This is an optimization exercise on Yosys and OpenROAD, whose aim is small area and a short achievable clock period, not a production implementation. The RTL was checked by simulation tests, not by an equivalence proof against the original design. Power figures rest on the tool's default switching activity, not on a simulated workload.

`design/flow/flow/run.sh`:
```
#!/bin/bash
# Own flow: the standard synthesis (standard.sh synth, unchanged), then the combinational
# logic between the registers is mapped again by ABC for area (registers, their names and cell
# types kept as the standard synthesis made them), then the standard layout steps, with the
# ports buffered by buf_4 cells instead of the default port buffer cell.
# Each tool's full output goes to a log file of its own in the work folder.
set -euo pipefail
cd "$(dirname "$0")/.."
WORK=$PWD
RES=$WORK/orfs/results/${FLOW_PLATFORM:-sky130hd}/PPU_gen2/base
LIB=$FLOW_HOME/platforms/sky130hd/lib/sky130_fd_sc_hd__tt_025C_1v80.lib

bash standard.sh synth > flow_synth.log 2>&1
cp $RES/1_2_yosys.v $WORK/standard_synth.v

# the register cell types of the standard netlist stay black boxes that ABC cannot touch
SEQ=$(grep -oE '^\s*sky130_fd_sc_hd__(df|edf|sdf|dl)[a-z0-9_]+' $WORK/standard_synth.v | sort -u | tr -d ' ' | tr '\n' ' ')
cat > $WORK/remap.ys <<EOF
read_liberty -ignore_miss_func $LIB
blackbox $SEQ sky130_fd_sc_hd__conb_1
read_verilog $WORK/standard_synth.v
hierarchy -check -top $FLOW_TOP
setattr -set keep 1 t:sky130_fd_sc_hd__df* t:sky130_fd_sc_hd__edf* t:sky130_fd_sc_hd__sdf* t:sky130_fd_sc_hd__dl*
flatten
rename -hide w:*.*
opt -purge
abc -liberty $LIB -dont_use sky130_fd_sc_hd__probe_p_8 -dont_use sky130_fd_sc_hd__probec_p_8 -dont_use sky130_fd_sc_hd__lpflow_bleeder_1 -dont_use sky130_fd_sc_hd__lpflow_clkbufkapwr_1 -dont_use sky130_fd_sc_hd__lpflow_clkbufkapwr_16 -dont_use sky130_fd_sc_hd__lpflow_clkbufkapwr_2 -dont_use sky130_fd_sc_hd__lpflow_clkbufkapwr_4 -dont_use sky130_fd_sc_hd__lpflow_clkbufkapwr_8 -dont_use sky130_fd_sc_hd__lpflow_clkinvkapwr_1 -dont_use sky130_fd_sc_hd__lpflow_clkinvkapwr_16 -dont_use sky130_fd_sc_hd__lpflow_clkinvkapwr_2 -dont_use sky130_fd_sc_hd__lpflow_clkinvkapwr_4 -dont_use sky130_fd_sc_hd__lpflow_clkinvkapwr_8 -dont_use sky130_fd_sc_hd__lpflow_decapkapwr_12 -dont_use sky130_fd_sc_hd__lpflow_decapkapwr_3 -dont_use sky130_fd_sc_hd__lpflow_decapkapwr_4 -dont_use sky130_fd_sc_hd__lpflow_decapkapwr_6 -dont_use sky130_fd_sc_hd__lpflow_decapkapwr_8 -dont_use sky130_fd_sc_hd__lpflow_inputiso0n_1 -dont_use sky130_fd_sc_hd__lpflow_inputiso0p_1 -dont_use sky130_fd_sc_hd__lpflow_inputiso1n_1 -dont_use sky130_fd_sc_hd__lpflow_inputiso1p_1 -dont_use sky130_fd_sc_hd__lpflow_inputisolatch_1 -dont_use sky130_fd_sc_hd__lpflow_isobufsrc_1 -dont_use sky130_fd_sc_hd__lpflow_isobufsrc_16 -dont_use sky130_fd_sc_hd__lpflow_isobufsrc_2 -dont_use sky130_fd_sc_hd__lpflow_isobufsrc_4 -dont_use sky130_fd_sc_hd__lpflow_isobufsrc_8 -dont_use sky130_fd_sc_hd__lpflow_isobufsrckapwr_16 -dont_use sky130_fd_sc_hd__lpflow_lsbuf_lh_hl_isowell_tap_1 -dont_use sky130_fd_sc_hd__lpflow_lsbuf_lh_hl_isowell_tap_2 -dont_use sky130_fd_sc_hd__lpflow_lsbuf_lh_hl_isowell_tap_4 -dont_use sky130_fd_sc_hd__lpflow_lsbuf_lh_isowell_4 -dont_use sky130_fd_sc_hd__lpflow_lsbuf_lh_isowell_tap_1 -dont_use sky130_fd_sc_hd__lpflow_lsbuf_lh_isowell_tap_2 -dont_use sky130_fd_sc_hd__lpflow_lsbuf_lh_isowell_tap_4 -dont_use sky130_fd_sc_hd__fill_1 -dont_use sky130_fd_sc_hd__fill_2 -dont_use sky130_fd_sc_hd__fill_4 -dont_use sky130_fd_sc_hd__fill_8
opt_clean -purge
hilomap -singleton -hicell sky130_fd_sc_hd__conb_1 HI -locell sky130_fd_sc_hd__conb_1 LO
insbuf -buf sky130_fd_sc_hd__buf_4 A X
splitnets
opt_clean -purge
rename -enumerate -pattern remap_% w:\$* c:\$*
tee -o $WORK/remap_stat.txt stat -liberty $LIB
write_verilog -noattr -nohex -nodec $WORK/remapped.v
EOF
yosys -s $WORK/remap.ys > flow_remap.log 2>&1
cat > $WORK/remap_check.ys <<EOF
read_liberty -lib $LIB
read_verilog $WORK/remapped.v
hierarchy -check -top $FLOW_TOP
check -assert -mapped
EOF
yosys -s $WORK/remap_check.ys > flow_remap_check.log 2>&1

# the registers must be the standard synthesis's, by name and cell type
grep -oE '^\s*sky130_fd_sc_hd__(df|edf|sdf|dl)[a-z0-9_]+\s+\S+' $WORK/standard_synth.v | awk '{print $1, $2}' | sort > $WORK/regs_standard.txt
grep -oE '^\s*sky130_fd_sc_hd__(df|edf|sdf|dl)[a-z0-9_]+\s+\S+' $WORK/remapped.v | awk '{print $1, $2}' | sort > $WORK/regs_remapped.txt
cmp $WORK/regs_standard.txt $WORK/regs_remapped.txt

# the layout steps read the remapped netlist in place of the standard one
cp $WORK/remapped.v $RES/1_2_yosys.v
rm -f $RES/1_synth.odb
bash standard.sh "BUFFER_PORTS_ARGS=-buffer_cell sky130_fd_sc_hd__buf_4" finish > flow_layout.log 2>&1
```
`design/flow/standard.sh`:
```
#!/bin/bash
# synth_recipe.tcl (not shown) runs the flow's synth.tcl, then flattens the netlist and writes it again
# the make line also repeats each setting of config.mk as NAME=value (left out here)
make -C /OpenROAD-flow-scripts/flow DESIGN_CONFIG=/design/flow/config.mk WORK_HOME=/design/flow/orfs CLKGATE_MAP_FILE= SYNTH_SCRIPT=/design/flow/synth_recipe.tcl "${@:-finish}"
```
`design/flow/config.mk`:
```
export PLATFORM = sky130hd
export DESIGN_NAME = PPU_gen2
export DESIGN_NICKNAME = PPU_gen2
export VERILOG_FILES = /design/flow/design.v
export SDC_FILE = /design/flow/constraint.sdc
export NUM_CORES = 4
export LEC_CHECK = 0
export CAP_MARGIN = 10
export CORE_MARGIN = 2
export CORE_UTILIZATION = 40
export CTS_BUF_LIST = sky130_fd_sc_hd__clkbuf_8
export CTS_CLUSTER_DIAMETER = 60
export CTS_CLUSTER_SIZE = 16
export SETUP_SLACK_MARGIN = 5
export SLEW_MARGIN = 10
```
`design/flow/constraint.sdc`:
```
create_clock -name core_clock -period 10.0 [get_ports {clk_in}]
set_input_delay 2.0000 -clock core_clock [delete_from_list [all_inputs] [get_ports {clk_in}]]
set_output_delay 2.0000 -clock core_clock [all_outputs]
set_load 0.01 [all_outputs]
```
`design/flow/design.v`:
```
`timescale 1ns / 1ps
module PPU_gen2
(
    input wire[1:0] debug_in,
    input wire clk_in,				 
    input wire rst_in,				 
    input wire[2:0] ri_sel_in,		 
    input wire ri_ncs_in,			 
    input wire ri_r_nw_in,			 
    input wire[7:0] ri_d_in,		 
    input wire[7:0] vram_d_in,		 
    output wire[2:0] debug_out,
	output reg vde,
    output reg hsync_out,			 
    output reg vsync_out,			 
    output wire[1:0] r_out,          
    output wire[1:0] g_out,          
    output wire[1:0] b_out,          
    output wire[7:0] ri_d_out,       
    output wire nvbl_out,			 
    output wire[13:0] vram_a_out,	 
    output reg[7:0] vram_d_out,		 
    output reg vram_wr_out			 
);
    reg ri_address_inc;  
    reg next_ri_address_inc;
    reg ri_address_update, next_ri_address_update;   
    reg ri_inc_sel, next_ri_inc_sel;      
    reg ri_v_name, next_ri_v_name;
    reg[4:0] ri_v_tile, next_ri_v_tile;
    reg[2:0] ri_v_fine, next_ri_v_fine;  
    reg ri_h_name, next_ri_h_name;
    reg[2:0] ri_h_fine, next_ri_h_fine;
    reg[4:0] ri_h_tile, next_ri_h_tile;  
    reg ri_background_select, next_ri_background_select;   
    reg[7:0] ri_cpu_data_out, next_ri_cpu_data_out;  
    reg ri_sprite_height, next_ri_sprite_height;     
    reg ri_sprite_select, next_ri_sprite_select;     
    reg ri_vblank, next_ri_vblank;   
    reg ri_byte_sel, next_ri_byte_sel;   
    reg[7:0] ri_read_buf, next_ri_read_buf;     
    reg ri_read_buf_update, next_ri_read_buf_update;     
    reg[7:0] ri_oam_address, next_ri_oam_address;    
    reg ri_prev_ncs;     
    reg ri_prev_vblank;  
    reg[7:0] ri_oam_d;   
    reg ri_oam_wr;   
    reg ri_bg_enable, next_ri_bg_enable;    
    reg ri_spr_enable, next_ri_spr_enable;   
    reg ri_bg_clip_enable, next_ri_bg_clip_enable;  
    reg ri_spr_clip_enable, next_ri_spr_clip_enable;     
    reg ri_nmi_enable, next_ri_nmi_enable;   
    reg ri_pram_wr;  
    wire horiz_advance;
    wire vram_pal;       
    wire vblank;     
    wire ri_spr0_hit;
    wire ri_spr_overflow;
    wire[7:0] ri_oam_q;
    wire[7:0] ri_pram_q;
    assign debug_out = {ri_spr0_hit, ri_spr_enable, ri_bg_enable};
    always @(posedge clk_in or posedge rst_in)
    begin
        if (rst_in)
        begin
            ri_v_fine <= 3'h0;
            ri_v_tile <= 5'h00;
            ri_v_name <= 1'h0;
            ri_h_fine <= 3'h0;
            ri_h_tile <= 5'h00;
            ri_h_name <= 1'h0;
            ri_background_select <= 1'h0;
            ri_cpu_data_out <= 8'h00;
            ri_address_update <= 1'h0;
            ri_nmi_enable <= 1'h0;
            ri_sprite_height <= 1'h0;
            ri_sprite_select <= 1'h0;
            ri_inc_sel <= 1'h0;
            ri_spr_enable <= 1'h0;
            ri_bg_enable <= 1'h0;
            ri_spr_clip_enable <= 1'h0;
            ri_bg_clip_enable <= 1'h0;
            ri_vblank <= 1'h0;
            ri_byte_sel <= 1'h0;
            ri_read_buf <= 8'h00;
            ri_read_buf_update <= 1'h0;
            ri_oam_address <= 8'h00;
            ri_prev_ncs <= 1'h1;
            ri_prev_vblank <= 1'h0;
            ri_address_inc <= 1'b0;
        end
        else if(horiz_advance)
        begin
            ri_v_fine            <= next_ri_v_fine;
            ri_v_tile            <= next_ri_v_tile;
            ri_v_name             <= next_ri_v_name;
            ri_h_fine            <= next_ri_h_fine;
            ri_h_tile           <= next_ri_h_tile;
            ri_h_name             <= next_ri_h_name;
            ri_background_select             <= next_ri_background_select;
            ri_cpu_data_out     <= next_ri_cpu_data_out;
            ri_address_update <= next_ri_address_update;
            ri_nmi_enable       <= next_ri_nmi_enable;
            ri_sprite_height         <= next_ri_sprite_height;
            ri_sprite_select    <= next_ri_sprite_select;
            ri_inc_sel     <= next_ri_inc_sel;
            ri_spr_enable        <= next_ri_spr_enable;
            ri_bg_enable         <= next_ri_bg_enable;
            ri_spr_clip_enable   <= next_ri_spr_clip_enable;
            ri_bg_clip_enable    <= next_ri_bg_clip_enable;
            ri_vblank        <= next_ri_vblank;
            ri_byte_sel      <= next_ri_byte_sel;
            ri_read_buf        <= next_ri_read_buf;
            ri_read_buf_update        <= next_ri_read_buf_update;
            ri_oam_address     <= next_ri_oam_address;
            ri_prev_ncs        <= ri_ncs_in;
            ri_prev_vblank     <= vblank;
            ri_address_inc <= next_ri_address_inc;
        end
    end
    always @(*)
    begin
        next_ri_v_fine = ri_v_fine;
        next_ri_v_tile          = ri_v_tile;
        next_ri_v_name           = ri_v_name;
        next_ri_h_fine          = ri_h_fine;
        next_ri_h_tile          = ri_h_tile;
        next_ri_h_name           = ri_h_name;
        next_ri_background_select           = ri_background_select;
        next_ri_cpu_data_out   = ri_cpu_data_out;
        next_ri_nmi_enable     = ri_nmi_enable;
        next_ri_sprite_height       = ri_sprite_height;
        next_ri_sprite_select  = ri_sprite_select;
        next_ri_inc_sel   = ri_inc_sel;
        next_ri_spr_enable      = ri_spr_enable;
        next_ri_bg_enable       = ri_bg_enable;
        next_ri_spr_clip_enable = ri_spr_clip_enable;
        next_ri_bg_clip_enable  = ri_bg_clip_enable;
        next_ri_byte_sel    = ri_byte_sel;
        next_ri_oam_address   = ri_oam_address;
        vram_wr_out = 1'b0;
        vram_d_out  = 8'h00;
        ri_pram_wr = 1'b0;
        next_ri_address_inc = 1'b0;
        ri_oam_d  = 8'h00;
        ri_oam_wr = 1'b0;
        next_ri_read_buf_update = 1'b0;
        next_ri_address_update = 1'b0;
        next_ri_read_buf = (ri_read_buf_update) ? vram_d_in : ri_read_buf;
        if(~ri_prev_vblank & vblank)
            next_ri_vblank = 1'b1;
        else if(~vblank)
            next_ri_vblank = 1'b0;
        else
            next_ri_vblank = ri_vblank;
        if (ri_prev_ncs & ~ri_ncs_in)
        begin
            if (ri_r_nw_in)
            begin
                case (ri_sel_in)
                    3'h2:   
                    begin
                        next_ri_cpu_data_out = {ri_vblank, ri_spr0_hit, ri_spr_overflow, 5'b00000};
                        next_ri_byte_sel = 1'b0;
                        next_ri_vblank = 1'b0;
                    end
                    3'h4:   
                    begin
                        next_ri_cpu_data_out = ri_oam_q;
                    end
                    3'h7:   
                    begin
                        next_ri_cpu_data_out  = vram_pal ? ri_pram_q : ri_read_buf;
                        next_ri_read_buf_update = 1'b1;
                        next_ri_address_inc = 1'b1;
                    end
                    default: ;
                endcase
            end
            else
            begin
                case (ri_sel_in)
                    3'h0:   
                    begin
                        next_ri_nmi_enable = ri_d_in[7];
                        next_ri_sprite_height = ri_d_in[5];
                        next_ri_background_select = ri_d_in[4];
                        next_ri_sprite_select = ri_d_in[3];
                        next_ri_inc_sel  = ri_d_in[2];
                        next_ri_v_name = ri_d_in[1];
                        next_ri_h_name = ri_d_in[0];
                    end
                    3'h1:   
                    begin
                        next_ri_spr_enable = ri_d_in[4];
                        next_ri_bg_enable = ri_d_in[3];
                        next_ri_spr_clip_enable = ~ri_d_in[2];
                        next_ri_bg_clip_enable = ~ri_d_in[1];
                    end
                    3'h3:   
                    begin
                        next_ri_oam_address = ri_d_in;
                    end
                    3'h4:   
                    begin
                        ri_oam_d = ri_d_in;
                        ri_oam_wr = 1'b1;
                        next_ri_oam_address = ri_oam_address + 8'h01;
                    end
                    3'h5:   
                    begin
                        next_ri_byte_sel = ~ri_byte_sel;
                        if (~ri_byte_sel)
                        begin
                            next_ri_h_fine = ri_d_in[2:0];
                            next_ri_h_tile = ri_d_in[7:3];
                        end
                        else
                        begin
                            next_ri_v_fine = ri_d_in[2:0];
                            next_ri_v_tile = ri_d_in[7:3];
                        end
                    end
                    3'h6:   
                    begin
                        next_ri_byte_sel = ~ri_byte_sel;
                        if (~ri_byte_sel)
                        begin
                            next_ri_v_fine = {1'b0, ri_d_in[5:4]};
                            next_ri_v_name = ri_d_in[3];
                            next_ri_h_name = ri_d_in[2];
                            next_ri_v_tile[4:3] = ri_d_in[1:0];
                        end
                        else
                        begin
                            next_ri_v_tile[2:0] = ri_d_in[7:5];
                            next_ri_h_tile = ri_d_in[4:0];
                            next_ri_address_update = 1'b1;
                        end
                    end
                    3'h7:   
                    begin
                        if (vram_pal)
                            ri_pram_wr = 1'b1;
                        else
                            vram_wr_out = 1'b1;
                        vram_d_out = ri_d_in;
                        next_ri_address_inc = 1'b1;
                    end
                    default: ;
                endcase
            end
        end
    end
    assign ri_d_out = (~ri_ncs_in & ri_r_nw_in) ? ri_cpu_data_out : 8'h00;
    wire ri_spr_enable_nx = horiz_advance ? next_ri_spr_enable : ri_spr_enable;
    wire ri_bg_enable_nx = horiz_advance ? next_ri_bg_enable : ri_bg_enable;
    wire ri_background_select_nx = horiz_advance ? next_ri_background_select : ri_background_select;
    wire[7:0] ri_oam_address_nx = horiz_advance ? next_ri_oam_address : ri_oam_address;
    reg[9:0] vesa_col;	 
    reg[9:0] vesa_line;	 
    reg active_rows;
    reg active_render_area;
    reg active_draw_area;
    reg HSYNC;
    reg VSYNC;
    reg[2:0] horiz_scaler;
    wire col_last = (vesa_col == 10'd799);
    wire[9:0] vesa_col_nx = col_last ? 10'h00 : vesa_col + 10'h01;
    wire[9:0] vesa_line_nx = col_last ? ((vesa_line == 10'd524) ? 10'h00 : vesa_line + 10'h01) : vesa_line;
    wire active_rows_nx = (vesa_line == 10'h00) ? 1'b1 : (vesa_line == 10'd480) ? 1'b0 : active_rows;
    wire active_render_nx = (active_rows && vesa_col == 10'd777) ? 1'b1 : (vesa_col == 10'd637) ? 1'b0 : active_render_area;
    wire active_draw_nx = (active_rows && col_last) ? 1'b1 : (vesa_col == 10'd639) ? 1'b0 : active_draw_area;
    wire[2:0] horiz_scaler_nx = (horiz_scaler == 3'b100) ? 3'b000 : horiz_scaler + 3'b001;
    wire vblank_nx = ~(active_rows_nx | active_draw_nx);
    reg vblank_r;
    reg horiz_advance_r;
    always @(posedge clk_in or posedge rst_in)
    begin
        if(rst_in)
        begin
            vesa_col <= 0;
            vesa_line <= 0;
            active_rows <= 0;
            active_render_area <= 0;
            active_draw_area <= 0;
            horiz_scaler <= 0;
            HSYNC <= 1'b0;
            VSYNC <= 1'b0;
            vblank_r <= 1'b1;
            horiz_advance_r <= 1'b1;
        end
        else
        begin
            vesa_col <= vesa_col_nx;
            vesa_line <= vesa_line_nx;
            active_rows <= active_rows_nx;
            active_render_area <= active_render_nx;
            active_draw_area <= active_draw_nx;
            horiz_scaler <= horiz_scaler_nx;
            vblank_r <= vblank_nx;
            horiz_advance_r <= (horiz_scaler_nx == 3'b000) | (horiz_scaler_nx == 3'b010);
            if(vesa_col <= 10'd751 && vesa_col >= 10'd656)
                HSYNC <= 1'b0;
            else
                HSYNC <= 1'b1;
            if(vesa_line == 10'd491 || vesa_line == 10'd492)
                VSYNC <= 1'b0;
            else
                VSYNC <= 1'b1;
        end
    end
    assign horiz_advance = horiz_advance_r;
    assign vblank = vblank_r;    
    assign nvbl_out = ~(ri_vblank & ri_nmi_enable);
    reg[7:0] NES_col;
    reg[7:0] NES_row;
    reg vert_scaler;
    reg prev_active_rows;
    always @(posedge clk_in or posedge rst_in)
    begin
        if(rst_in)
        begin
            NES_col <= 0;
            NES_row <= 0;
            vert_scaler <= 0;
            prev_active_rows <= 1'b0;
        end
        else if(horiz_advance)
        begin
            if(active_render_area)
            begin
                NES_col <= NES_col + 8'd01;
                if(NES_col == 8'd255)
                begin
                    vert_scaler <= ~vert_scaler;
                    if(vert_scaler)
                    begin
                        if(NES_row == 8'd239)
                            NES_row <= 8'h00;
                        else
                            NES_row <= NES_row + 8'h01;
                    end
                end
            end
            else if(active_rows)
            begin
                NES_col <= 8'h00;
            end
            else
            begin
                NES_col <= 8'h00;
                NES_row <= 8'h00;
                vert_scaler <= 1'b0;
            end
            prev_active_rows <= active_rows;
        end
    end
    wire[7:0] NES_col_nx = ~horiz_advance ? NES_col : active_render_area ? NES_col + 8'd01 : 8'h00;
    reg v_name, next_v_name;     
    reg h_name, next_h_name;     
    reg[4:0] v_tile, next_v_tile;    
    reg[4:0] h_tile, next_h_tile;    
    reg[2:0] v_fine, next_v_fine;    
    reg[7:0] picture_address, next_picture_address;  
    reg[1:0] tile_attribute, next_tile_attribute;    
    reg[7:0] pattern_data0, next_pattern_data0;      
    reg[8:0] bg_shift3, next_bg_shift3;      
    reg[8:0] bg_shift2, next_bg_shift2;      
    reg[15:0] bg_shift1, next_bg_shift1;     
    reg[15:0] bg_shift0, next_bg_shift0;     
    reg[13:0] bg_vram_a;
    always @(posedge clk_in or posedge rst_in)
    begin
        if (rst_in)
        begin
            v_fine <= 3'h0;
            v_tile <= 5'h00;
            v_name <= 1'h0;
            h_tile <= 5'h00;
            h_name <= 1'h0;
            picture_address <= 8'h00;
            tile_attribute <= 2'h0;
            pattern_data0 <= 8'h00;
            bg_shift3 <= 9'h000;
            bg_shift2 <= 9'h000;
            bg_shift1 <= 16'h0000;
            bg_shift0 <= 16'h0000;
        end
        else if(horiz_advance)
        begin
            v_fine <= next_v_fine;
            v_tile <= next_v_tile;
            v_name <= next_v_name;
            h_tile <= next_h_tile;
            h_name <= next_h_name;
            picture_address <= next_picture_address;
            tile_attribute <= next_tile_attribute;
            pattern_data0 <= next_pattern_data0;
            bg_shift3 <= next_bg_shift3;
            bg_shift2 <= next_bg_shift2;
            bg_shift1 <= next_bg_shift1;
            bg_shift0 <= next_bg_shift0;
        end
    end
    reg update_v_count;  
    reg update_h_count;  
    reg inc_v_count;     
    reg inc_h_count;     
    always @(*)
    begin
        next_v_fine = v_fine;
        next_v_name = v_name;
        next_h_name  = h_name;
        next_v_tile = v_tile;
        next_h_tile = h_tile;
        if(ri_address_inc)
        begin
            if(ri_inc_sel)
                {next_v_fine, next_v_name, next_h_name, next_v_tile} = {v_fine, v_name, h_name, v_tile} + 10'h001;
            else
                {next_v_fine, next_v_name, next_h_name, next_v_tile, next_h_tile} = {v_fine, v_name, h_name, v_tile, h_tile} + 15'h0001;
        end
        else
        begin
            if(inc_v_count)
            begin
                if(v_fine == 3'b111 && v_tile == 5'b11101)
                begin
                    next_v_name = ~v_name;
                    next_v_tile = 5'h00;
                    next_v_fine = 3'h0;
                end
                else
                begin
                    {next_v_tile, next_v_fine} = {v_tile, v_fine} + 8'h01;
                end
            end
            if(inc_h_count)
            begin
                {next_h_name, next_h_tile} = {h_name, h_tile} + 6'h01;
            end
            if(update_v_count || ri_address_update)
            begin
                next_v_name  = ri_v_name;
                next_v_tile = ri_v_tile;
                next_v_fine = ri_v_fine;
            end
            if(update_h_count || ri_address_update)
            begin
                next_h_name  = ri_h_name;
                next_h_tile = ri_h_tile;
            end
        end
    end
    always @(*)
    begin
        next_picture_address = picture_address;
        next_tile_attribute = tile_attribute;
        next_pattern_data0 = pattern_data0;
        next_bg_shift3 = bg_shift3;
        next_bg_shift2 = bg_shift2;
        next_bg_shift1 = bg_shift1;
        next_bg_shift0 = bg_shift0;
        update_v_count = 1'b0;
        inc_v_count = 1'b0;
        update_h_count = 1'b0;
        inc_h_count = 1'b0;
        bg_vram_a = {v_fine[1:0], v_name, h_name, v_tile, h_tile};
        if(ri_bg_enable && active_rows && ~prev_active_rows)
        begin
            update_h_count = 1'b1;
            update_v_count = 1'b1;
        end
        if(ri_bg_enable && active_render_area)
        begin
            if(NES_col == 8'd255)    
            begin
                update_h_count = 1'b1;
                if(vert_scaler)     
                begin
                    if(NES_row == 8'd239)   
                        update_v_count = 1'b1;
                    else
                        inc_v_count = 1'b1;
                end
            end
            else if(NES_col[2:0] == 3'h7)
            begin
                inc_h_count = 1'b1;
            end
            next_bg_shift3 = {bg_shift3[8], bg_shift3[8:1]};
            next_bg_shift2 = {bg_shift2[8], bg_shift2[8:1]};
            next_bg_shift1 = {1'b0, bg_shift1[15:1]};
            next_bg_shift0 = {1'b0, bg_shift0[15:1]};
            if(NES_col[2:0] == 3'h7)
            begin
                next_bg_shift3[8]  = tile_attribute[1];
                next_bg_shift2[8]  = tile_attribute[0];
                next_bg_shift1[15] = vram_d_in[0];
                next_bg_shift1[14] = vram_d_in[1];
                next_bg_shift1[13] = vram_d_in[2];
                next_bg_shift1[12] = vram_d_in[3];
                next_bg_shift1[11] = vram_d_in[4];
                next_bg_shift1[10] = vram_d_in[5];
                next_bg_shift1[9] = vram_d_in[6];
                next_bg_shift1[8] = vram_d_in[7];
                next_bg_shift0[15] = pattern_data0[0];
                next_bg_shift0[14] = pattern_data0[1];
                next_bg_shift0[13] = pattern_data0[2];
                next_bg_shift0[12] = pattern_data0[3];
                next_bg_shift0[11] = pattern_data0[4];
                next_bg_shift0[10] = pattern_data0[5];
                next_bg_shift0[9] = pattern_data0[6];
                next_bg_shift0[8] = pattern_data0[7];
            end
            case (NES_col[2:0])
            3'd0:
                bg_vram_a = {2'b10, v_name, h_name, v_tile, h_tile};
            3'd1:
            begin
                bg_vram_a = {2'b10, v_name, h_name, v_tile, h_tile};
                next_picture_address = vram_d_in;
            end
            3'd2:
                bg_vram_a = {2'b10, v_name, h_name, 4'b1111, v_tile[4:2], h_tile[4:2]};
            3'd3:
            begin
                bg_vram_a = {2'b10, v_name, h_name, 4'b1111, v_tile[4:2], h_tile[4:2]};
                next_tile_attribute = vram_d_in >> {v_tile[1], h_tile[1], 1'b0};
            end
            3'd4:
                bg_vram_a = {1'b0, ri_background_select, picture_address, 1'b0, v_fine};
            3'd5:
            begin
                bg_vram_a = {1'b0, ri_background_select, picture_address, 1'b0, v_fine};
                next_pattern_data0 = vram_d_in;
            end
            3'd6:
                bg_vram_a = {1'b0, ri_background_select, picture_address, 1'b1, v_fine};
            3'd7:
            begin
                bg_vram_a = {1'b0, ri_background_select, picture_address, 1'b1, v_fine};
            end
            endcase
        end
    end
    wire v_name_nx = horiz_advance ? next_v_name : v_name;
    wire h_name_nx = horiz_advance ? next_h_name : h_name;
    wire[4:0] v_tile_nx = horiz_advance ? next_v_tile : v_tile;
    wire[4:0] h_tile_nx = horiz_advance ? next_h_tile : h_tile;
    wire[2:0] v_fine_nx = horiz_advance ? next_v_fine : v_fine;
    wire[7:0] picture_address_nx = horiz_advance ? next_picture_address : picture_address;
    reg[13:0] bg_vram_a_nx;
    always @(*)
    begin
        bg_vram_a_nx = {v_fine_nx[1:0], v_name_nx, h_name_nx, v_tile_nx, h_tile_nx};
        if(ri_bg_enable_nx && active_render_nx)
        begin
            case (NES_col_nx[2:1])
            2'd0: bg_vram_a_nx = {2'b10, v_name_nx, h_name_nx, v_tile_nx, h_tile_nx};
            2'd1: bg_vram_a_nx = {2'b10, v_name_nx, h_name_nx, 4'b1111, v_tile_nx[4:2], h_tile_nx[4:2]};
            2'd2: bg_vram_a_nx = {1'b0, ri_background_select_nx, picture_address_nx, 1'b0, v_fine_nx};
            2'd3: bg_vram_a_nx = {1'b0, ri_background_select_nx, picture_address_nx, 1'b1, v_fine_nx};
            endcase
        end
    end
    wire clip;
    wire clip_area;
    wire[3:0] bg_palette_index;
    assign clip_area = (NES_col < 8'd16) & (|NES_col[7:3]);  
    assign clip = ri_bg_clip_enable && clip_area;
    assign bg_palette_index = (~clip & ri_bg_enable & debug_in[0]) ? {bg_shift3[ri_h_fine], bg_shift2[ri_h_fine], bg_shift1[ri_h_fine], bg_shift0[ri_h_fine]} : 4'h0;
    wire[7:0] OAM_d;
    reg[7:0] OAM_q;
    wire OAM_wren;
    reg[7:0] m_OAM[255:0];
    reg[15:0] OAM_sel_hi;
    reg[15:0] OAM_sel_lo;
    reg[7:0] OAM_grp[15:0];
    reg[7:0] OAM_rd;
    integer oi, oj;
    always @(*)
    begin
        for(oi = 0; oi < 16; oi = oi + 1)
        begin
            OAM_grp[oi] = 8'h00;
            for(oj = 0; oj < 16; oj = oj + 1)
                OAM_grp[oi] = OAM_grp[oi] | (m_OAM[oi * 16 + oj] & {8{OAM_sel_lo[oj]}});
        end
        OAM_rd = 8'h00;
        for(oi = 0; oi < 16; oi = oi + 1)
            OAM_rd = OAM_rd | (OAM_grp[oi] & {8{OAM_sel_hi[oi]}});
    end
    wire[15:0] OAM_wr_hi = OAM_sel_hi & {16{OAM_wren}};
    always @(posedge clk_in)
    begin
        OAM_q <= OAM_wren ? OAM_d : OAM_rd;
        for(oi = 0; oi < 256; oi = oi + 1)
            if(OAM_wr_hi[oi >> 4] & OAM_sel_lo[oi & 15])
                m_OAM[oi] <= OAM_d;
    end
    wire[4:0] sec_OAM_a;
    wire[7:0] sec_OAM_d;
    wire[7:0] sec_OAM_q;
    wire sec_OAM_wren;
    reg[3:0] m_sec_y[7:0];
    reg[7:0] m_sec_tile[7:0];
    reg[4:0] m_sec_attr[7:0];
    reg[7:0] m_sec_x[7:0];
    reg[4:0] sec_attr_q;
    always @(posedge clk_in)
    begin
        if(sec_OAM_wren)
        begin
            case(sec_OAM_a[1:0])
                2'b00: m_sec_y[sec_OAM_a[4:2]] <= sec_OAM_d[3:0];
                2'b01: m_sec_tile[sec_OAM_a[4:2]] <= sec_OAM_d;
                2'b10: m_sec_attr[sec_OAM_a[4:2]] <= {sec_OAM_d[7:5], sec_OAM_d[1:0]};
                2'b11: m_sec_x[sec_OAM_a[4:2]] <= sec_OAM_d;
            endcase
        end
    end
    always @(*)
        sec_attr_q = m_sec_attr[sec_OAM_a[4:2]];
    assign sec_OAM_q = (sec_OAM_a[1:0] == 2'b00) ? {4'h0, m_sec_y[sec_OAM_a[4:2]]} :
                       (sec_OAM_a[1:0] == 2'b01) ? m_sec_tile[sec_OAM_a[4:2]] :
                       (sec_OAM_a[1:0] == 2'b10) ? {sec_attr_q[4:2], 3'b000, sec_attr_q[1:0]} :
                       m_sec_x[sec_OAM_a[4:2]];
    reg[3:0] state;
    localparam[3:0]
		S_IDLE = 4'h0,
		S_CLEAR = 4'h1,
		S_EVALUATE = 4'h2,
		S_EVALUATE_NOP = 4'h3,
		S_LOAD_NOP = 4'h4,
		S_LOAD_REGS = 4'h5,
		S_FETCH_NOP = 4'h6,
		S_FETCH_PATTERN_LOW = 4'h7,
		S_FETCH_PATTERN_HIGH = 4'h8;
    reg[7:0] OAM_address;
    reg[5:0] sec_OAM_address;
    reg gate_sec_OAM;
    reg sec_OAM_write;
    reg[12:0] spr_vram_a;
    reg[3:0] spr_row;
    reg spr_v_invert;
    reg spr_h_invert;
    reg spr_primary_exists;  
    reg sprite_overflow;
    reg[1:0] spr_timer;
    reg[7:0] OAM_address_nx;
    reg[12:0] spr_vram_a_nx;
    wire[8:0] spr_y_compare;
    wire spr_in_range;
    wire spr_timer_nz;
    assign spr_y_compare = NES_row + ~OAM_q + {7'h0, vert_scaler};
    assign sec_OAM_d = ((sec_OAM_address[1:0] == 2'b00) ? spr_y_compare[7:0] : OAM_q) | {8{~gate_sec_OAM}};   
    assign spr_in_range = (~|spr_y_compare[8:4]) & (~spr_y_compare[3] | ri_sprite_height);
    assign spr_timer_nz = |spr_timer;
    assign sec_OAM_wren = sec_OAM_write;
    assign sec_OAM_a = sec_OAM_address[4:0];
    wire OAM_cpu_nx = vblank_nx | ~ri_spr_enable_nx;
    reg OAM_cpu_r;
    wire[7:0] OAM_a_nx = OAM_cpu_nx ? ri_oam_address_nx : OAM_address_nx;
    always @(posedge clk_in or posedge rst_in)
    begin
        if(rst_in)
        begin
            OAM_cpu_r <= 1'b1;
            OAM_sel_hi <= 16'h0001;
            OAM_sel_lo <= 16'h0001;
        end
        else
        begin
            OAM_cpu_r <= OAM_cpu_nx;
            OAM_sel_hi <= 16'h0001 << OAM_a_nx[7:4];
            OAM_sel_lo <= 16'h0001 << OAM_a_nx[3:0];
        end
    end
    assign OAM_wren = OAM_cpu_r ? ri_oam_wr : 1'b0;
    assign OAM_d = ri_d_in;     
    assign ri_oam_q = OAM_q;
    assign ri_spr_overflow = sprite_overflow;
    always @(posedge clk_in or posedge rst_in)
    begin
        if(rst_in)
        begin
            state <= S_IDLE;
            OAM_address <= 8'h00;
            sec_OAM_address <= 6'h00;
            gate_sec_OAM <= 1'b0;
            sec_OAM_write <= 1'b0;
            spr_vram_a <= 13'h0000;
            sprite_overflow <= 1'b0;
            spr_timer <= 2'b00;
        end
        else
        begin
            OAM_address <= OAM_address_nx;
            spr_vram_a <= spr_vram_a_nx;
            if(active_rows && ~prev_active_rows)
                sprite_overflow <= 1'b0;
            if(spr_timer_nz)
                spr_timer <= spr_timer - 2'b01;
            case(state)
                S_IDLE:
                begin
                    sec_OAM_address <= 6'h00;
                    gate_sec_OAM <= 1'b0;
                    sec_OAM_write <= 1'b0;
                    if(active_render_area & ri_spr_enable)
                    begin
                        sec_OAM_write <= 1'b1;
                        state <= S_CLEAR;
                    end
                end
                S_CLEAR:
                begin
                    sec_OAM_address[4:0] <= sec_OAM_address[4:0] + 5'h01;
                    if(&sec_OAM_address[4:0])
                    begin
                        gate_sec_OAM <= 1'b1;
                        state <= S_EVALUATE;
                    end
                end
                S_EVALUATE:
                begin
                    sec_OAM_write <= 1'b0;
                    state <= S_EVALUATE_NOP;
                    if(spr_in_range | (|sec_OAM_address[1:0]))    
                    begin
                        sec_OAM_address <= sec_OAM_address[4:0] + 5'h01;
                    end
                    else     
                    begin
                    end
                    if(sec_OAM_address[5] && spr_in_range)
                    begin
                        sec_OAM_address <= 6'h00;
                        sprite_overflow <= 1'b1;
                        state <= S_LOAD_NOP;
                    end
                end
                S_EVALUATE_NOP:
                begin
                    sec_OAM_write <= ~sec_OAM_address[5];    
                    state <= S_EVALUATE;
                    if(OAM_address == 8'h00)     
                    begin
                        sec_OAM_write <= 1'b0;
                        sec_OAM_address <= 6'h00;
                        state <= S_LOAD_NOP;
                    end
                end
                S_LOAD_NOP:
                begin
                    if(~active_render_area)    
                        state <= S_LOAD_REGS;
                end
                S_LOAD_REGS:
                begin
                    case(sec_OAM_address[1:0])
                        2'b00:
                        begin
                            sec_OAM_address <= sec_OAM_address + 5'h01;
                            state <= S_LOAD_NOP;
                        end
                        2'b01:
                        begin
                            sec_OAM_address <= sec_OAM_address + 5'h01;
                            state <= S_LOAD_NOP;
                        end
                        2'b10:
                        begin
                            sec_OAM_address <= sec_OAM_address + 5'h01;
                            state <= S_LOAD_NOP;
                        end
                        2'b11:
                        begin
                            state <= S_FETCH_PATTERN_LOW;
                        end
                    endcase
                    spr_timer <= 2'h3;
                end
                S_FETCH_PATTERN_LOW:
                begin
                    if(~spr_timer_nz)
                    begin
                        spr_timer <= 2'h3;
                        state <= S_FETCH_PATTERN_HIGH;
                    end
                end
                S_FETCH_PATTERN_HIGH:
                begin
                    if(~spr_timer_nz)
                    begin
                        sec_OAM_address <= sec_OAM_address + 5'h01;
                        if(&sec_OAM_address[4:2])
                            state <= S_IDLE;
                        else
                            state <= S_LOAD_NOP;
                    end
                end
                default: ;
            endcase
        end
    end
    always @(*)
    begin
        OAM_address_nx = OAM_address;
        spr_vram_a_nx = spr_vram_a;
        case(state)
            S_IDLE:
                OAM_address_nx = 8'h00;
            S_EVALUATE:
                OAM_address_nx = (spr_in_range | (|sec_OAM_address[1:0])) ? OAM_address + 8'h01 : OAM_address + 8'h04;
            S_LOAD_REGS:
            begin
                case(sec_OAM_address[1:0])
                    2'b01:
                    begin
                        if(ri_sprite_height)
                            spr_vram_a_nx[12:5] = {sec_OAM_q[0], sec_OAM_q[7:1]};
                        else
                            spr_vram_a_nx[12:4] = {ri_sprite_select, sec_OAM_q[7:0]};
                    end
                    2'b11:
                    begin
                        if(ri_sprite_height)
                            spr_vram_a_nx[4] = spr_v_invert ^ spr_row[3];
                        spr_vram_a_nx[2:0] = {3{spr_v_invert}} ^ spr_row[2:0];
                    end
                    default: ;
                endcase
                spr_vram_a_nx[3] = 1'b0;
            end
            S_FETCH_PATTERN_LOW:
                if(~spr_timer_nz)
                    spr_vram_a_nx[3] = 1'b1;
            default: ;
        endcase
    end
    wire spr_shift_area = active_render_area & (|NES_row[7:0]);
    wire spr_fetch_low = (state == S_FETCH_PATTERN_LOW) & ~spr_timer_nz;
    wire spr_fetch_high = (state == S_FETCH_PATTERN_HIGH) & ~spr_timer_nz;
    wire spr_load_regs = (state == S_LOAD_REGS);
    wire[7:0] spr_pattern = spr_h_invert ? vram_d_in : {vram_d_in[0], vram_d_in[1], vram_d_in[2], vram_d_in[3], vram_d_in[4], vram_d_in[5], vram_d_in[6], vram_d_in[7]};
    wire[7:0] spr_bit_low;       
    wire[7:0] spr_bit_high;      
    wire[7:0] spr_pal0;          
    wire[7:0] spr_pal1;          
    wire[7:0] spr_prio;          
    genvar gk;
    generate
        for(gk = 0; gk < 8; gk = gk + 1)
        begin : g_spr
            reg[7:0] low_hi;     
            reg[7:0] low_lo;     
            reg[7:0] high_hi;    
            reg[7:0] high_lo;    
            reg[7:0] col;        
            reg[5:0] attr;       
            wire sel_k = (sec_OAM_address[4:2] == gk);
            wire shift_k = spr_shift_area & horiz_advance & ~(|col);
            always @(posedge clk_in or posedge rst_in)
            begin
                if(rst_in)
                begin
                    low_hi <= 8'h00;
                    high_hi <= 8'h00;
                end
                else
                begin
                    if(spr_fetch_low & sel_k)
                        low_hi <= spr_pattern;
                    else if(shift_k)
                        low_hi <= {1'b0, low_hi[7:1]};
                    if(spr_fetch_high & sel_k)
                        high_hi <= spr_pattern;
                    else if(shift_k)
                        high_hi <= {1'b0, high_hi[7:1]};
                end
            end
            always @(posedge clk_in)
            begin
                if(~spr_shift_area)
                begin
                    low_lo <= 8'h00;
                    high_lo <= 8'h00;
                end
                else if(shift_k)
                begin
                    low_lo <= {low_hi[0], low_lo[7:1]};
                    high_lo <= {high_hi[0], high_lo[7:1]};
                end
                if(spr_load_regs & (sec_OAM_address[1:0] == 2'b11) & sel_k)
                    col <= sec_OAM_q;    
                else if(spr_shift_area & horiz_advance & (|col))
                    col <= col - 8'h01;
                if(spr_load_regs & (sec_OAM_address[1:0] == 2'b10) & sel_k)
                    attr <= sec_OAM_q[5:0];    
            end
            assign spr_bit_low[gk] = low_lo[0];
            assign spr_bit_high[gk] = high_lo[0];
            assign spr_pal0[gk] = attr[0];
            assign spr_pal1[gk] = attr[1];
            assign spr_prio[gk] = attr[5];
        end
    endgenerate
    always @(posedge clk_in)
    begin
        if(spr_load_regs & (sec_OAM_address[1:0] == 2'b00))
            spr_row <= sec_OAM_q[3:0];   
        if(spr_load_regs & (sec_OAM_address[1:0] == 2'b10))
        begin
            spr_v_invert <= sec_OAM_q[7];
            spr_h_invert <= sec_OAM_q[6];
        end
        if((state == S_EVALUATE) & ~(|sec_OAM_address[5:2]))
            spr_primary_exists <= spr_in_range | (|sec_OAM_address[1:0]);
    end
    wire[3:0] spr_palette_index;
    wire spr_priority;
    wire spr_primary;
    assign spr_palette_index = (!(ri_spr_enable & debug_in[1]) || (ri_spr_clip_enable & clip_area)) ? 4'h0 : 
        (spr_bit_high[0] | spr_bit_low[0]) ? {spr_pal1[0], spr_pal0[0], spr_bit_high[0], spr_bit_low[0]} : 
        (spr_bit_high[1] | spr_bit_low[1]) ? {spr_pal1[1], spr_pal0[1], spr_bit_high[1], spr_bit_low[1]} : 
        (spr_bit_high[2] | spr_bit_low[2]) ? {spr_pal1[2], spr_pal0[2], spr_bit_high[2], spr_bit_low[2]} : 
        (spr_bit_high[3] | spr_bit_low[3]) ? {spr_pal1[3], spr_pal0[3], spr_bit_high[3], spr_bit_low[3]} : 
        (spr_bit_high[4] | spr_bit_low[4]) ? {spr_pal1[4], spr_pal0[4], spr_bit_high[4], spr_bit_low[4]} : 
        (spr_bit_high[5] | spr_bit_low[5]) ? {spr_pal1[5], spr_pal0[5], spr_bit_high[5], spr_bit_low[5]} : 
        (spr_bit_high[6] | spr_bit_low[6]) ? {spr_pal1[6], spr_pal0[6], spr_bit_high[6], spr_bit_low[6]} : 
        (spr_bit_high[7] | spr_bit_low[7]) ? {spr_pal1[7], spr_pal0[7], spr_bit_high[7], spr_bit_low[7]} : 4'h0;
    assign spr_priority = (!(ri_spr_enable & debug_in[1]) || (ri_spr_clip_enable & clip_area)) ? 1'b0 : 
        (spr_bit_high[0] | spr_bit_low[0]) ? spr_prio[0] : 
        (spr_bit_high[1] | spr_bit_low[1]) ? spr_prio[1] : 
        (spr_bit_high[2] | spr_bit_low[2]) ? spr_prio[2] : 
        (spr_bit_high[3] | spr_bit_low[3]) ? spr_prio[3] : 
        (spr_bit_high[4] | spr_bit_low[4]) ? spr_prio[4] : 
        (spr_bit_high[5] | spr_bit_low[5]) ? spr_prio[5] : 
        (spr_bit_high[6] | spr_bit_low[6]) ? spr_prio[6] : 
        (spr_bit_high[7] | spr_bit_low[7]) ? spr_prio[7] : 1'b0;
    assign spr_primary = (!(ri_spr_enable & debug_in[1]) || (ri_spr_clip_enable & clip_area)) ? 1'b0 : 
        (spr_bit_high[0] | spr_bit_low[0]) ? spr_primary_exists : 1'b0;
    wire[191:0] palette_ram;   
    reg[4:0] pram_a_hold;    
    wire[5:0] pram_q;
    wire[4:0] pram_a;    
    wire[4:0] pram_address;  
    reg pram_cpu_r;
    always @(posedge clk_in or posedge rst_in)
    begin
        if(rst_in)
            pram_cpu_r <= 1'b1;
        else
            pram_cpu_r <= vblank_nx | ~(ri_spr_enable_nx | ri_bg_enable_nx);
    end
    assign pram_a = pram_cpu_r ? ((vram_a_out[4:0] & 5'h03) ? (vram_a_out[4:0]) : (vram_a_out[4:0] & 5'h0f)) : (pram_address);
    always @(posedge clk_in)
        pram_a_hold <= pram_a;
    genvar gp;
    generate
        for(gp = 0; gp < 32; gp = gp + 1)
        begin : g_pal
            if((gp >= 16) && (gp % 4 == 0))
            begin : g_none
                assign palette_ram[gp * 6 +: 6] = 6'h00;
            end
            else
            begin : g_entry
                reg[5:0] entry;
                always @(posedge clk_in)
                    if(ri_pram_wr && (pram_a == gp))
                        entry <= ri_d_in[5:0];     
                assign palette_ram[gp * 6 +: 6] = entry;
            end
        end
    endgenerate
    assign pram_q = palette_ram[pram_a_hold * 6 +: 6];
    assign ri_pram_q = {2'b00, pram_q};
    reg[5:0] rgb_reg;
    reg[5:0] rgb_buf;
    reg spr0_hit;
    wire spr_foreground;
    wire spr_trans;
    wire bg_trans;
    assign spr_foreground  = ~spr_priority;
    assign spr_trans       = ~(|spr_palette_index[1:0]);
    assign bg_trans        = ~(|bg_palette_index[1:0]);
    assign ri_spr0_hit = spr0_hit;
    always @(posedge clk_in or posedge rst_in)
    begin
        if (rst_in)
            spr0_hit <= 1'b0;
        else
        begin
            if(active_rows & ~prev_active_rows)
                spr0_hit <= 1'b0;
            else if(spr_primary && !spr_trans && !bg_trans)
                spr0_hit <= 1'b1;
        end
    end
    assign pram_address = ((spr_foreground || bg_trans) && !spr_trans) ? {1'b1, spr_palette_index} : (!bg_trans) ? {1'b0, bg_palette_index} : 5'h00;
    always @(posedge clk_in)
    begin
    	 case (pram_q)
            6'h00: rgb_reg <= 6'o25;
            6'h01: rgb_reg <= 6'o02;
            6'h02: rgb_reg <= 6'o03;
            6'h03: rgb_reg <= 6'o22;
            6'h04: rgb_reg <= 6'o41;
            6'h05: rgb_reg <= 6'o42;
            6'h06: rgb_reg <= 6'o44;
            6'h07: rgb_reg <= 6'o45;
            6'h08: rgb_reg <= 6'o24;
            6'h09: rgb_reg <= 6'o04;
            6'h0a: rgb_reg <= 6'o10;
            6'h0b: rgb_reg <= 6'o10;
            6'h0c: rgb_reg <= 6'o05;
            6'h0d: rgb_reg <= 6'o00;
            6'h0e: rgb_reg <= 6'o00;
            6'h0f: rgb_reg <= 6'o00;
            6'h10: rgb_reg <= 6'o52;
            6'h11: rgb_reg <= 6'o13;
            6'h12: rgb_reg <= 6'o07;
            6'h13: rgb_reg <= 6'o23;
            6'h14: rgb_reg <= 6'o43;
            6'h15: rgb_reg <= 6'o62;
            6'h16: rgb_reg <= 6'o60;
            6'h17: rgb_reg <= 6'o64;
            6'h18: rgb_reg <= 6'o44;
            6'h19: rgb_reg <= 6'o30;
            6'h1a: rgb_reg <= 6'o10;
            6'h1b: rgb_reg <= 6'o11;
            6'h1c: rgb_reg <= 6'o12;
            6'h1d: rgb_reg <= 6'o00;
            6'h1e: rgb_reg <= 6'o00;
            6'h1f: rgb_reg <= 6'o00;
            6'h20: rgb_reg <= 6'o77;
            6'h21: rgb_reg <= 6'o37;
            6'h22: rgb_reg <= 6'o33;
            6'h23: rgb_reg <= 6'o67;
            6'h24: rgb_reg <= 6'o63;
            6'h25: rgb_reg <= 6'o73;
            6'h26: rgb_reg <= 6'o70;
            6'h27: rgb_reg <= 6'o71;
            6'h28: rgb_reg <= 6'o74;
            6'h29: rgb_reg <= 6'o54;
            6'h2a: rgb_reg <= 6'o14;
            6'h2b: rgb_reg <= 6'o37;
            6'h2c: rgb_reg <= 6'o17;
            6'h2d: rgb_reg <= 6'o25;
            6'h2e: rgb_reg <= 6'o00;
            6'h2f: rgb_reg <= 6'o00;
            6'h30: rgb_reg <= 6'o77;
            6'h31: rgb_reg <= 6'o57;
            6'h32: rgb_reg <= 6'o53;
            6'h33: rgb_reg <= 6'o66;
            6'h34: rgb_reg <= 6'o46;
            6'h35: rgb_reg <= 6'o72;
            6'h36: rgb_reg <= 6'o74;
            6'h37: rgb_reg <= 6'o75;
            6'h38: rgb_reg <= 6'o76;
            6'h39: rgb_reg <= 6'o55;
            6'h3a: rgb_reg <= 6'o35;
            6'h3b: rgb_reg <= 6'o37;
            6'h3c: rgb_reg <= 6'o57;
            6'h3d: rgb_reg <= 6'o52;
            6'h3e: rgb_reg <= 6'o00;
            6'h3f: rgb_reg <= 6'o00;
        endcase
    end
    always @(posedge clk_in or posedge rst_in)
    begin
        if(rst_in)
        begin
            rgb_buf <= 6'h00;
			vde <= 1'b0;
            hsync_out <= 1'b0;
            vsync_out <= 1'b0;
        end
        else
        begin
            if(~active_draw_area | (~ri_spr_enable & ~ri_bg_enable))
                rgb_buf <= 6'h00;
            else
                rgb_buf <= rgb_reg;
			vde <= active_draw_area;
            hsync_out <= HSYNC;
            vsync_out <= VSYNC;
        end
    end
    assign {r_out, g_out, b_out} = rgb_buf;
    reg[13:0] vram_a_r;
    always @(posedge clk_in or posedge rst_in)
    begin
        if(rst_in)
            vram_a_r <= 14'h0000;
        else
            vram_a_r <= (ri_spr_enable_nx && ~active_render_nx && ~vblank_nx) ? {1'b0, spr_vram_a_nx} : bg_vram_a_nx;
    end
    assign vram_a_out = vram_a_r;
    assign vram_pal = (vram_a_r[13:8] == 6'h3F);
endmodule
```
==> flow_summary.toml, run 1 <==
[finish]
nets = 7770
layout_common_cells = "edfxtp_1 (2,511), nor2_1 (594), nand2_1 (513)"
top_register = "m_OAM"
largest_reg_flops = 2048
layout_commonest_cell = "edfxtp_1"
syn_to_final_growth_pct = 9.49
final_core_util = 0.441
reg.largest.list = "m_OAM x2048, g_pal.g_entry.entry x168"
drive_above_1_share = 0.0765

[logic_synthesis]
netlist_instances = 7268
synth_area_mm2 = 0.115
synth_nets = 7293
avgSynthCellArea_um2 = 15.8
synth_warnings = 3

[critical_path]
endpoint_kind = "output port"
cp_common_cell = "buf_6"
cp_data_required_time_ps = 8000
setup.worst_path.class = "primary input to output port"
crit_path_top_delay_cell = "nor2_4"
critPathMaxStageDelay_ps = 190
path_max_fanout = 5
worstPathCellList = "buf_8 > nor2b_4 > nand4_1 > buf_6 > nor2_4 > and2_4 > buf_6"
crit_path_start_kind = "primary input"
crit_arrival_ps = 3000

[die]
pin_count = 69
num_rows = 196
die_area_mm2 = 0.292
start_util = 0.403
die_y_um = 540
core_mm2 = 0.285
dieWidth_um = 540

[clock_network]
cts_tree = "built"
cts_buffers = 231
cts_sinks = 3069
htreeDepth = 4
clock_path_buffers = 4
clock_latency_ps = 1060
clock-root-buffer = "clkbuf_8"
path_clk_slew_ps = 100

[sta]
worst_hold_slack_ps = 445
rsz0062_at_grt = "yes"
worst_pin_slew_ps = 1250
slew-limit-headroom = 0.161
finalHoldViolCount = 0
drv_slew = 0
period_share = 0.500
period_needed_ps = 5000
setup_viol = 0
clock.fmax_ghz = 0.200
clock_skew_ps = 174
setup_tns_ps = 0

[global_routing]
antenna_found_initial = 13
grt_pass1_wl_mm = 492
grt_pass1_vias = 69844
track_usage = 0.225
grt.overflow.total = 0
grt_max_degree = 170

[detailed_routing]
drt_iter0_drc = 13464
routed_wl_mm = 340
drtAntennaViolNets = 0
routedWlPerCell_um = 29.3
drc = 0
via_count = 74143
via_per_inst = 6.38
firstDrtPassIters = 11

[pwr]
p_leak_nw = 42.4
ir_drop_v = 0.000120
p_per_area_mw_per_mm2 = 180

[status]
status = "finished clean"

[place]
hpwl_mm = 209
io_buffers = 68
place.gp.congestion = 0.917

[worst_hold_path]
hp-class = "register to register"

[run]
timing.max_cap.violations = 0
[routing by layer]
metal / share of wire / vias to the layer above / global-route usage
met5: 0.000044 / - / 0
met4: 0.029 / 2 / 0.0621
met3: 0.11 / 557 / 0.0382
met2: 0.45 / 4956 / 0.346
met1: 0.40 / 37769 / 0.330
li1: - / 30859 / -
[per-stage QoR]
step           cells  total power, mW  cell area, µm²  worst slack [ps]
3_5_place_dp   11271             16.4          122000              4500
3_3_place_gp   11271             16.4          122000              4510
6_report       11619             22.6          126000              5000
5_1_grt        11611             23.2          126000              4980
2_1_floorplan   7268             15.3          115000              4990
4_1_cts        11608             22.6          126000              4900
[where the power goes]
part           switching (mW)  total, mW  leakage (nW)  internal, mW
registers               0.209       14.1          29.0          13.9
clock network            4.05       6.37          2.22          2.32
logic                    1.51       2.14          11.1         0.629
total                    5.78       22.6          42.4          16.8
[worst max-delay path, delay by kind of cell]
family	cells	cell delay, ps
simple gates	4	600
buf+inv	3	390
[final timing paths]
kind                            depth (start not counted)                  end           startpoint  slack, ps
worst min register to register                          2  g_spr[0].high_lo[0]  g_spr[0].high_lo[1]        450
worst max register to register                         13        OAM_sel_hi[5]             OAM_q[0]       5180
max in group asynchronous                               4  g_spr[7].high_hi[2]               rst_in       6940
min in group asynchronous                               2           rgb_buf[3]               rst_in        950
worst max-delay path                                    7        vram_d_out[6]            ri_ncs_in       5000
worst min-delay path                                    2  g_spr[0].high_lo[0]  g_spr[0].high_lo[1]        450
[area by class of cell]
| type | count | area, µm² |
|---|---|---|
| antenna | 10 | 25.0 |
| clock buffer | 239 | 3290 |
| clock inverter | 96 | 624 |
| fill | 25051 | 160000 |
| inverter | 80 | 327 |
| multi-input combinational | 4117 | 26200 |
| sequential | 3069 | 88700 |
| tap | 3762 | 4710 |
| timing repair buffer | 246 | 2070 |
[timing repair]
action                     4_1_cts  5_1_grt
hold buffers                     0        0
pin swaps                        1        1
hold endpoints to repair         0        0
resized for setup                4       27
setup buffers                    2        0
setup endpoints to repair       33       46
cloned                           0        1
==> inputs of run 2 (changes only) <==
--- a/design/flow/config.mk
+++ b/design/flow/config.mk
@@ -7,7 +7,7 @@
 export LEC_CHECK = 0
 export CAP_MARGIN = 10
 export CORE_MARGIN = 2
-export CORE_UTILIZATION = 40
+export CORE_UTILIZATION = 48
 export CTS_BUF_LIST = sky130_fd_sc_hd__clkbuf_8
 export CTS_CLUSTER_DIAMETER = 60
 export CTS_CLUSTER_SIZE = 16
==> flow_summary.toml, run 2 <==
[status]
status = "finished clean"

[global_routing]
grt_pass1_vias = 70892
track_usage = 0.276
antenna_found_initial = 12
grt_max_degree = 148
grt_pass1_wl_mm = 497
grt.overflow.total = 0

[pwr]
ir_drop_v = 0.000134
p_total_mw = 22.6
pwr-share-clk = 0.282
p_sw_frac = 0.256
p_int_mw = 16.8
p_switching_mw = 5.78
combPwrFrac = 0.094
p_leak_nw = 42.3
p_per_area_mw_per_mm2 = 180
seq_power_share = 0.624

[sta]
slew-limit-headroom = 0.152
clock_skew_ps = 64.8
clock.fmax_ghz = 0.202
period_needed_ps = 4940
setup_viol = 0
drv_slew = 0
finalHoldViolCount = 0
rsz0062_at_grt = "yes"
worst_pin_slew_ps = 1260
setup_tns_ps = 0
period_share = 0.494
fin_ws_ps = 5060
worst_hold_slack_ps = 360

[clock_network]
clock-root-buffer = "clkbuf_8"
holdBufCountCts = 0
clock_path_buffers = 3
cts_tree = "built"
htreeDepth = 4
path_clk_slew_ps = 100
clock_latency_ps = 1040
cts_sinks = 3069
cts_buffers = 223

[finish]
nets = 7759
top_register = "m_OAM"
finish.cell_count_without_fillers = 11028
drive_above_1_share = 0.0763
layout_commonest_cell = "edfxtp_1"
largest_reg_flops = 2048
syn_to_final_growth_pct = 8.82
reg.largest.list = "m_OAM x2048, g_pal.g_entry.entry x168"
layout_common_cells = "edfxtp_1 (2,511), nor2_1 (595), nand2_1 (513)"
fillers = 19420

[critical_path]
worstPathCellList = "buf_4 > nor2b_4 > nand4_1 > nor2_2 > and2_0 > buf_4"
path_max_fanout = 4
cp_data_required_time_ps = 8000
critPathMaxStageDelay_ps = 210
endpoint_kind = "output port"
crit_path_start_kind = "primary input"
crit_path_top_delay_cell = "nand4_1"
crit_arrival_ps = 2940
cp_common_cell = "buf_4"
setup.worst_path.class = "primary input to output port"

[detailed_routing]
routedWlPerCell_um = 31.1
via_per_inst = 6.71
drtAntennaViolNets = 0
via_count = 74046
routed_wl_mm = 343
drt_iter0_drc = 13188
firstDrtPassIters = 10
drc = 0

[place]
io_buffers = 68
hpwl_mm = 209
dp_cells = 10673
place.gp.congestion = 0.907
pre_cts_slack_ps = 4460

[die]
die_area_mm2 = 0.243
core_mm2 = 0.238
die_y_um = 493
dieWidth_um = 493
pin_count = 69
start_util = 0.483
num_rows = 179

[logic_synthesis]
synth_area_mm2 = 0.115
netlist_instances = 7268
synth_warnings = 3
avgSynthCellArea_um2 = 15.8
synth_nets = 7293

[worst_hold_path]
hp-class = "register to register"

[run]
timing.max_cap.violations = 0
[run 2: final timing paths]
check | from | endpoint | slack [ps] | cells past startpoint
worst min register to register | VSYNC | vsync_out | 360 | 0
worst min-delay path | VSYNC | vsync_out | 360 | 0
worst max-delay path | ri_ncs_in | vram_d_out[5] | 5060 | 6
worst max register to register | OAM_q[0] | OAM_sel_hi[4] | 5290 | 13
max in group asynchronous | rst_in | ri_sprite_height | 6770 | 4
min in group asynchronous | rst_in | rgb_buf[3] | 960 | 2
[run 2: stage by stage]
step	instance area [µm²]	utilization
finish	125000	0.526
global route	125000	0.526
CTS	125000	0.525
detailed placement	121000	0.509
global placement	121000	0.509
floorplan	115000	-
[run 2: area by class of cell]
cell class	count	area [µm²]	area share
sequential	3069	88700	0.709
inverter	80	327	0.00261
clock inverter	115	793	0.00634
clock buffer	231	3180	0.0254
antenna	6	15.0	0.000120
tap	3167	3960	0.0317
multi-input combinational	4117	26200	0.209
timing repair buffer	243	1990	0.0159
[run 2: critical path, delay by kind of cell]
family                 cells  cell delay (ps)
buffers and inverters      2              250
AND/OR/NAND/NOR            4              700
[run 2: metal layers]
layer,routed length (µm),share of wire,GRT usage,vias up
met5,146,0.00043,0,-
met3,40000,0.12,0.0566,661
met4,11900,0.035,0.0891,8
met1,135000,0.39,0.398,37571
met2,156000,0.46,0.421,4958
li1,-,-,-,30848
[run 2: power by group through the flow]
stage	clock (mW)	combinational [mW]	sequential, mW
after floorplan	0	0.919	14.4
after global placement	0	2.05	14.4
after detailed placement	0	2.05	14.4
after CTS	6.47	2.05	14.1
after global routing	6.91	2.21	14.1
final	6.36	2.12	14.1
[run 2: what timing repair did]
| item | CTS | global route |
|---|---|---|
| buffers inserted | 2 | 0 |
| gates cloned | 1 | 0 |
| gates resized for setup | 6 | 6 |
| setup endpoints to repair | 48 | 31 |
| pin swaps | 2 | 2 |
==> inputs of run 3 (changes only) <==
--- a/design/flow/config.mk
+++ b/design/flow/config.mk
@@ -7,9 +7,10 @@
 export LEC_CHECK = 0
 export CAP_MARGIN = 10
 export CORE_MARGIN = 2
-export CORE_UTILIZATION = 48
+export CORE_UTILIZATION = 40
 export CTS_BUF_LIST = sky130_fd_sc_hd__clkbuf_8
 export CTS_CLUSTER_DIAMETER = 60
 export CTS_CLUSTER_SIZE = 16
+export PLACE_DENSITY = 0.7
 export SETUP_SLACK_MARGIN = 5
 export SLEW_MARGIN = 10
==> flow_summary.toml, run 3 <==
[clock_network]
holdBufCountCts = 0
cts_tree = "built"
clock-root-buffer = "clkbuf_8"
cts_buffers = 229
path_clk_slew_ps = 90
clock_path_buffers = 4
clock_latency_ps = 1070
htreeDepth = 4
cts_sinks = 3069

[critical_path]
reg2reg_depth = 13
cp_data_required_time_ps = 8000
setup.worst_path.class = "primary input to output port"
crit_arrival_ps = 2980
path_max_fanout = 3
r2r_end = "OAM_sel_hi[4]"
r2r_start = "OAM_q[1]"
reg2reg_slack_ps = 5230
endpoint_kind = "output port"
critPathMaxStageDelay_ps = 290
crit_path_start_kind = "primary input"
crit_path_top_delay_cell = "nor3_1"
worstPathCellList = "buf_8 > nor2b_4 > nand4_1 > buf_6 > nor3_1 > buf_4"

[sta]
period_needed_ps = 4980
drv_slew = 0
setup_viol = 0
setup_tns_ps = 0
finalHoldViolCount = 0
slew-limit-headroom = 0.0605
rsz0062_at_grt = "yes"
worst_pin_slew_ps = 1390
period_share = 0.498
clock_skew_ps = 158
clock.fmax_ghz = 0.201

[die]
die_area_mm2 = 0.292
die_y_um = 540
start_util = 0.403
dieWidth_um = 540
core_mm2 = 0.285
num_rows = 196
pin_count = 69

[detailed_routing]
routedWlPerCell_um = 28.4
routed_wl_mm = 329
drt_iter0_drc = 14389
via_count = 74371
drc = 0
drtAntennaViolNets = 0
firstDrtPassIters = 20
via_per_inst = 6.42

[global_routing]
grt_max_degree = 191
grt.overflow.total = 0
grt_pass1_vias = 69953
track_usage = 0.217
grt_pass1_wl_mm = 479
antenna_found_initial = 13

[pwr]
p_leak_nw = 42.2
p_per_area_mw_per_mm2 = 178
p_total_mw = 22.4
ir_drop_v = 0.000122

[worst_hold_path]
min-delay-start = "VSYNC"
holdPathEnd = "vsync_out"
whs_path_depth = 0
hp-class = "register to register"

[finish]
reg.largest.list = "m_OAM x2048, g_pal.g_entry.entry x168"
layout_common_cells = "edfxtp_1 (2,511), nor2_1 (595), nand2_1 (512)"
syn_to_final_growth_pct = 9.30
largest_reg_flops = 2048
drive_above_1_share = 0.0733
top_register = "m_OAM"
nets = 7747
layout_commonest_cell = "edfxtp_1"

[status]
status = "finished clean"

[logic_synthesis]
avgSynthCellArea_um2 = 15.8
synth_nets = 7293
netlist_instances = 7268
synth_area_mm2 = 0.115
synth_warnings = 3

[run]
timing.max_cap.violations = 0

[place]
place.gp.congestion = 0.923
hpwl_mm = 199
io_buffers = 68
==> run 3: area by class of cell <==
| type | instances | area (µm²) |
|---|---|---|
| Fill cell | 24815 | 160000 |
| Sequential cell | 3069 | 88700 |
| Multi-Input combinational cell | 4116 | 26200 |
| Tap cell | 3762 | 4710 |
| Clock buffer | 235 | 3230 |
| Timing Repair Buffer | 226 | 1990 |
| Clock inverter | 91 | 542 |
| Inverter | 80 | 327 |
| Antenna cell | 7 | 17.5 |
==> run 3: repair_timing <==
action / 4_1_cts / 5_1_grt
setup endpoints to repair: 33 / 25
resized for setup: 15 / 27
gates cloned: 0 / 0
pin swaps: 2 / 1
setup buffers: 4 / 3
==> run 3: how the worst max path moves through the flow <==
stage	from	endpoint	slack, ps	cells past startpoint
after global placement	ri_ncs_in	vram_d_out[4]	4530	6
after floorplan	ri_ncs_in	OAM_sel_lo[15]	4990	10
final	ri_ncs_in	vram_wr_out	5020	6
after CTS	ri_ncs_in	vram_d_out[1]	4930	8
after detailed placement	ri_ncs_in	vram_d_out[1]	4450	6
after global routing	ri_ncs_in	vram_d_out[2]	4970	8
==> run 3: critical path: cells and delay by family <==
kind / cells / cell delay (ps)
buffers and inverters: 3 / 470
and+or+nand+nor: 3 / 500
==> run 3: where the power goes <==
| group | total (mW) | leakage (nW) | switching (mW) | internal (mW) |
|---|---|---|---|---|
| combinational | 2.06 | 11.1 | 1.44 | 0.620 |
| sequential | 14.1 | 29.0 | 0.237 | 13.9 |
| clock | 6.22 | 2.15 | 4.01 | 2.21 |
| total | 22.4 | 42.2 | 5.68 | 16.7 |
==> run 3: per-layer routing <==
metal / vias to the layer above / part of all wire / GRT usage
li1: 30784 / - / -
met1: 37106 / 0.37 / 0.307
met2: 5797 / 0.45 / 0.334
met3: 680 / 0.14 / 0.0485
met4: 4 / 0.034 / 0.0674
met5: - / 0.00010 / 0
==> run 3: stage by stage <==
stage / setup WS (ps) / instance area, µm² / hold WS, ps / cells / utilization
2_1_floorplan: 4990 / 115000 / 331 / 7268 / -
3_3_place_gp: 4530 / 122000 / 332 / 11246 / 0.426
3_5_place_dp: 4450 / 122000 / 335 / 11246 / 0.426
4_1_cts: 4930 / 126000 / 357 / 11576 / 0.440
5_1_grt: 4970 / 126000 / 371 / 11584 / 0.440
6_report: 5020 / 126000 / 355 / 11586 / 0.440

[port drivers added, routing unchanged]
The results above use ideal ports. As a check the final layouts listed here were re-extracted and re-timed, cells and wires unchanged.
Step 1 sets driving cells, clkbuf_16 on the clock port and buf_2 on the other inputs (assumed; they add their load-dependent delay and slew).
Step 2 moves the port delays by t, midway between the first and last clock arrival at a register: inputs arrive t later, outputs are due t later. That takes back most of the time a late clock gives input paths.
a / b / c = no drivers / after step 1 / after step 2; a / b = the first two.
run	shift t [ns]	setup slack, ns	worst hold slack (ns)
run 1	1.087	5.000 / 4.783 / 4.458	0.445 / 0.445 / 0.445
run 2	1.094	5.057 / 5.034 / 4.413	0.360 / 0.360 / 0.360
run 3	1.095	5.017 / 4.827 / 4.408	0.355 / 0.355 / 0.355
After both steps setup and hold are still met in every run listed. For run 2, which loses most, drivers alone change the setup slack by -0.023 ns; drivers and shift together by -0.644 ns.
